Background: an optimization exercise with open tools, aiming at small area, a short achievable clock period and few clock cycles per item. Do not read the settings as production practice. RTL that was checked went through simulation tests only; none was proved equivalent to the original.

== job 104 ==
// BSW
module BSW (
    clk, rst, start,
    i_Q, i_R,
    o_Q_al,
    o_R_al,
    detail_info,
    done
);
For scale: roughly 9600 cells after synthesis, roughly 2300 flip-flops, roughly 25 I/O pins, roughly 83000 um^2 of cells after synthesis.
==> flow/config.mk <==
export PLATFORM = sky130hd
export DESIGN_NAME = BSW
export DESIGN_NICKNAME = BSW
export VERILOG_FILES = /design/flow/design.v
export SDC_FILE = /design/flow/constraint.sdc
export NUM_CORES = 8
export LEC_CHECK = 0
export ABC_AREA = 1
export CAP_MARGIN = 20
export CORE_MARGIN = 2
export CORE_UTILIZATION = 40
export CTS_CLUSTER_DIAMETER = 80
export CTS_CLUSTER_SIZE = 25
export SLEW_MARGIN = 20
==> flow/constraint.sdc <==
create_clock -name core_clock -period 24.0 [get_ports {clk}]
set_input_delay 4.8000 -clock core_clock [delete_from_list [all_inputs] [get_ports {clk}]]
set_output_delay 4.8000 -clock core_clock [all_outputs]
set_load 0.01 [all_outputs]
standard.sh (not shown) runs the stock make flow with config.mk's settings and CLKGATE_MAP_FILE= SYNTH_SCRIPT=/design/flow/synth_recipe.tcl, a recipe that flattens the netlist after the stock synthesis.
==> flow/flow/run.sh <==
#!/bin/bash
# Standard layout, with the port buffers made of buf_4 cells instead of the
# cell buffer_ports picks by default, and timing repair aiming at 18.2 ns of
# setup slack (the clock period stays the design's). Make's full output goes
# to flow.log; each tool's own logs stay under orfs/logs.
set -euo pipefail
export BUFFER_PORTS_ARGS="-buffer_cell sky130_fd_sc_hd__buf_4"
export SETUP_SLACK_MARGIN=18.2
bash standard.sh > flow.log 2>&1
Job 104: done, clean on timing, DRC and antenna
Testbench counts of job 104, summed over its fixed seeds: cycles 44,498, items 320.
## Diff of input files: job 101 against job 104
diff --git a/flow/design.v b/flow/design.v
--- a/flow/design.v
+++ b/flow/design.v
@@ -152,32 +152,41 @@
     assign vo[2] = sc_phase && m_le62;
     assign vo[3] = sc_phase && m_le62;
     assign vo[4] = sc_phase && m_ge1 && m_le61;
     assign vo[5] = sc_phase && m_ge2 && m_le60;
     reg [127:0] qv, rv;
     wire [1:0] q_in = in_phase ? i_Q[1:0] : qv[127:126];
     wire [1:0] r_in = in_phase ? i_R[1:0] : rv[127:126];
     always @(posedge clk) begin
         qv <= {qv[125:0], q_in};
         rv <= {rv[125:0], r_in};
     end
+    wire [129:0] qx = {qv, q_in};         
+    wire [129:0] rx = {rv, r_in};
+    reg  [5:0] mt_e, mt_o;
+    always @(posedge clk) begin
+        for (k = 0; k < 6; k = k + 1) begin
+            mt_e[k] <= (qx[2*(5-k) +: 2] == rx[2*(1+k) +: 2]);
+            mt_o[k] <= (qx[2*(5-k) +: 2] == rx[2*k +: 2]);
+        end
+    end
     reg  [47:0] hpe, hpo;     
     reg  [23:0] dlo, duo;     
     wire [47:0] he, ho;
     wire [23:0] dle, due, dlo_n, duo_n;
     wire [11:0] ce_w, co_w;
     genvar p;
     generate
         for (p = 0; p < 6; p = p + 1) begin : g_pe
-            wire mte = (qv[2*(5-p) +: 2] == rv[2*(1+p) +: 2]);
-            wire mto = (qv[2*(5-p) +: 2] == rv[2*p +: 2]);
+            wire mte = mt_e[p];
+            wire mto = mt_o[p];
             wire [7:0] Ce  = hpe[8*p +: 8];
             wire       ce0 = (Ce == 8'd0);
             wire       ce1 = (Ce == 8'd1);
             wire [3:0] tae = dlo[4*p +: 4];
             wire [3:0] tbe;
             if (p == 5) begin : g_b5
                 assign tbe = 4'b0001;
             end else begin : g_bn
                 assign tbe = duo[4*(p+1) +: 4];
             end
             wire [11:0] re = pe_cell(tae, tbe, 1'b0, p == 5, mte, ce0, ce1);
@@ -287,22 +296,27 @@
     reg        strm;                    
     reg        bchg;                    
     reg [3:0]  blk;                     
     reg [5:0]  cin_e, cin_o;            
     reg [5:0]  base;
     reg [5:0]  pe_w;                    
     reg        pe_par;
     reg [2:0]  pe_p;
     reg [4:0]  vtop;                    
     wire [3:0] bE    = pe_w[5:2];
     reg  [63:0] oh;                     
+    always @(*) begin
+        for (k = 0; k < 64; k = k + 1)
+            oh[k] = ((k / 16) < base[1:0]) ? (base[5:2] == ((k + 15) % 16))
+                                           : (base[5:2] == (k % 16));
+    end
     reg  [15:0] rsel;                   
     function [23:0] sel16x24;
         input [383:0] v;
         input [15:0] s;
         integer a;
         begin
             sel16x24 = 24'd0;
             for (a = 0; a < 16; a = a + 1)
                 sel16x24 = sel16x24 | (v[24*a +: 24] & {24{s[a]}});
         end
     endfunction
@@ -447,25 +461,22 @@
         else if (ps_act)
             base_n = base + 6'd5;
         else
             base_n = shift_r ? base - 6'd3 : base + 6'd1;
     end
     always @(posedge clk) begin
         base <= base_n;
         if (ps_go)          blk <= go_b;
         else if (st0)       blk <= s_b + 4'd1;
         else if (ps_act)    blk <= blk - 4'd1;
         else if (shift_r)   blk <= blk + 4'd1;
-        for (k = 0; k < 64; k = k + 1)
-            oh[k] <= ((k / 16) < base_n[1:0]) ? (base_n[5:2] == ((k + 15) % 16))
-                                              : (base_n[5:2] == (k % 16));
         for (k = 0; k < 16; k = k + 1)
             rsel[k] <= ((base_n[1:0] + 2'd3 - (k / 4)) & 2'd3) == (k % 4);
     end
     reg [15:0] pcur, pnext, pprev;
     reg        st0_r;            
     reg [3:0]  s_b;
     reg [1:0]  s_k;
     reg        s_par;
     reg [2:0]  s_p;
     reg        sa_act;           
     reg [6:0]  sa_d;             
Notes after the runs:
Job 104 was routed with fewer vias than job 101.
Compared to job 104, job 101 was floorplanned on a bigger die.
The count of nets after finishing in job 101 sits 903 above the value recorded for job 104.
Comparing job 104 and job 101, post-route clock period utilization is lower on job 104.
For job 104 and job 101, there was not a single run that failed to finish clean.
Relative to job 104, the standard cell area after detailed placement measured on job 101 has increased slightly.
For job 101, only the layout was checked, not whether the RTL still works.

---

BSW, a different RTL version from the one above (not shown whole).
Size in the first run: roughly 9700 cells after synthesis, about 2300 flip-flops, about 25 I/O pins.
export LEC_CHECK = 0
export ABC_AREA = 1
export CAP_MARGIN = 20
export CORE_MARGIN = 2
export CORE_UTILIZATION = 40
export CTS_CLUSTER_DIAMETER = 80
export CTS_CLUSTER_SIZE = 25
export SLEW_MARGIN = 20
create_clock -name core_clock -period 24.0 [get_ports {clk}]
==> flow/flow/run.sh <==
#!/bin/bash
# Standard layout, with the port buffers made of buf_4 cells instead of the
# cell buffer_ports picks by default. Make's full output goes to flow.log;
# each tool's own logs stay under orfs/logs.
set -euo pipefail
export BUFFER_PORTS_ARGS="-buffer_cell sky130_fd_sc_hd__buf_4"
bash standard.sh > flow.log 2>&1
==> next run, changes <==
--- a/flow/design.v
+++ b/flow/design.v
@@ -285,19 +285,18 @@
                 best_h <= g0; best_par <= s1_i[3];  best_p <= s1_i[2:0];
             end else if (t1) begin
                 best_h <= g1; best_par <= s1_i[7];  best_p <= s1_i[6:4];
             end else begin
                 best_h <= g2; best_par <= s1_i[11]; best_p <= s1_i[10:8];
             end
         end
     end
     reg        ps_act;                  
-    reg        ps_first;                
     reg        rc;                      
     reg        shift_r;                 
     reg        strm;                    
     reg        bchg;                    
     reg [3:0]  blk;                     
     reg [5:0]  cin_e, cin_o;            
     reg [5:0]  base;
     reg [5:0]  pe_w;                    
     reg        pe_par;
@@ -329,21 +328,21 @@
         end
     endgenerate
     reg  [5:0]  oE, oO;
     reg  [5:0]  cE, cO;
     reg  [15:0] blk_path;                
     reg  [47:0] stop_hit;                
     reg  [23:0] w;
     integer kk, q;
     wire [3:0] cst_r;
-    wire       inj = (ps_act && ps_first) || (rc && blk == bE);
+    wire       inj = (ps_act || rc) && blk == bE;
     always @(*) begin
-        if (inj) begin
+        if (inj || (ps_act && blk > bE)) begin
             cE = 6'd0; cO = 6'd0;
         end else if (rc) begin
             for (q = 0; q < 6; q = q + 1) begin
                 cE[q] = (cst_r == q + 1);
                 cO[q] = (cst_r == q + 7);
             end
         end else begin
             cE = cin_e; cO = cin_o;
         end
@@ -402,28 +401,27 @@
     reg [3:0]  cin_x;
     always @(*) begin
         cin_x = 4'd0;
         for (q = 0; q < 6; q = q + 1) begin
             if (cin_e[q]) cin_x = cin_x | (q + 1);
             if (cin_o[q]) cin_x = cin_x | (q + 7);
         end
     end
     assign cst_r = cst[4*blk +: 4];
-    wire merge  = ps_act && !ps_first && ({1'b0, blk} < vtop) && (blk >= s_b)
+    wire merge  = ps_act && (blk < bE) && ({1'b0, blk} < vtop) && (blk >= s_b)
                   && (cin_x == cst_r);
     wire ps_end = ps_act && (merge || found);      
     wire free   = !ps_act || ps_end;
     wire bnew   = upd || w63;                      
-    wire want   = bchg || (fin && bnew);
-    wire ps_go  = ps_ok && !strm && want && (!ps_act || fin);
-    wire [3:0] go_b = (fin && bnew) ? 4'd15 : best_w[5:2];
+    wire ps_go  = ps_ok && !strm && (fin || (bchg && !ps_act));
+    wire [3:0] go_b = fin ? 4'd15 : best_w[5:2];
     wire abort  = ps_go && ps_act && !ps_end;
-    wire st_go  = late && !strm && free && !want;
+    wire st_go  = late && !fin && !strm && free;
     always @(posedge clk or posedge rst) begin
         if (rst) begin
             ps_act <= 1'b0;
             strm   <= 1'b0;
             bchg   <= 1'b1;
             vtop   <= 5'd0;
         end else if (!run) begin
             ps_act <= 1'b0;
             strm   <= 1'b0;
@@ -435,49 +433,48 @@
             if (st_go) strm <= 1'b1;
             bchg <= ps_go ? (bnew && !fin) : (bchg || bnew);
             if (ps_end)
                 vtop <= {1'b0, bE};
             else if (abort)
                 vtop <= (vtop < {1'b0, blk}) ? vtop : {1'b0, blk};
         end
     end
     always @(posedge clk) begin
-        ps_first <= ps_go;
         if (ps_go) begin
             pe_w   <= fin ? best_wn   : best_w;
             pe_par <= fin ? best_parn : best_par;
             pe_p   <= fin ? best_pn   : best_p;
         end
         cin_e <= cE;
         cin_o <= cO;
         for (k = 0; k < 16; k = k + 1)
-            if (ps_act && !ps_first && blk == k) cst[4*k +: 4] <= cin_x;
+            if (ps_act && blk < bE && blk == k) cst[4*k +: 4] <= cin_x;
     end
     reg [5:0] base_n;
-    wire [3:0] rhi_n = base_n[5:2] + 4'd1;
     always @(*) begin
         if (ps_go)
-            base_n = (fin && bnew) ? 6'd1 : cyc[5:0] - 6'd6 - {best_w[5:2], 2'b00};
+            base_n = fin ? 6'd1 : cyc[5:0] - 6'd6 - {best_w[5:2], 2'b00};
         else if (ps_act)
             base_n = base + 6'd5;
         else if (st0)
             base_n = cyc[5:0] - 6'd10 - {s_b, 2'b00};
         else
             base_n = shift_r ? base - 6'd3 : base + 6'd1;
     end
     always @(posedge clk) begin
         base <= base_n;
         if (ps_go)          blk <= go_b;
         else if (ps_act)    blk <= blk - 4'd1;
         else if (st0)       blk <= s_b + 4'd1;
         else if (shift_r)   blk <= blk + 4'd1;
         for (k = 0; k < 64; k = k + 1)
-            oh[k] <= (((k / 16) < base_n[1:0]) ? rhi_n : base_n[5:2]) == (k % 16);
+            oh[k] <= ((k / 16) < base_n[1:0]) ? (base_n[5:2] == ((k + 15) % 16))
+                                              : (base_n[5:2] == (k % 16));
         for (k = 0; k < 16; k = k + 1)
             rsel[k] <= ((base_n[1:0] + 2'd3 - (k / 4)) & 2'd3) == (k % 4);
     end
     reg [15:0] pcur, pnext, pprev;
     reg        st0;              
     reg [3:0]  s_b;
     reg [1:0]  s_k;
     reg        s_par;
     reg [2:0]  s_p;
Wire length drops by 0.89%; clock-buffer cell count went down by 2; critical path depth went down by 23; design area hardly moves; via count rises by 0.64%; register-to-register slack is better by 0.38 ns; die area stays flat; non-clock buffer count climbs by 9.
Function was not checked in any run of this note: the RTL went through the layout flow alone.

## afterwards: timing with drivers on the ports
How much do the figures lean on ideal ports? The routed layouts below were timed once more, with nothing changed but the port constraints.
Step 1: set_driving_cell puts a clkbuf_16 on clk and a buf_2 on each other input, an assumption about the parent block.
Step 2 adds t to the input delays and takes it off the output delays; t is the mean of the earliest and latest rising clock arrival at the registers after step 1. Input paths then give back, and output paths get back, about the clock's delay inside the block.
Slacks: ideal ports / drivers / drivers and shift; pairs: ideal ports / drivers.
run	shift t [ns]	slack for setup (ns)	slew at the worst register clock pin (ns)
job 104	0.912	17.797 / 17.708 / 18.375	0.10 / 0.10
job 101	0.892	17.750 / 17.660 / 18.301	0.10 / 0.10
the first run of note 2	0.901	17.728 / 17.728 / 17.728	0.10 / 0.10
the second run of note 2	0.931	17.880 / 17.791 / 18.111	0.10 / 0.10
After both steps every run listed still meets setup and hold.
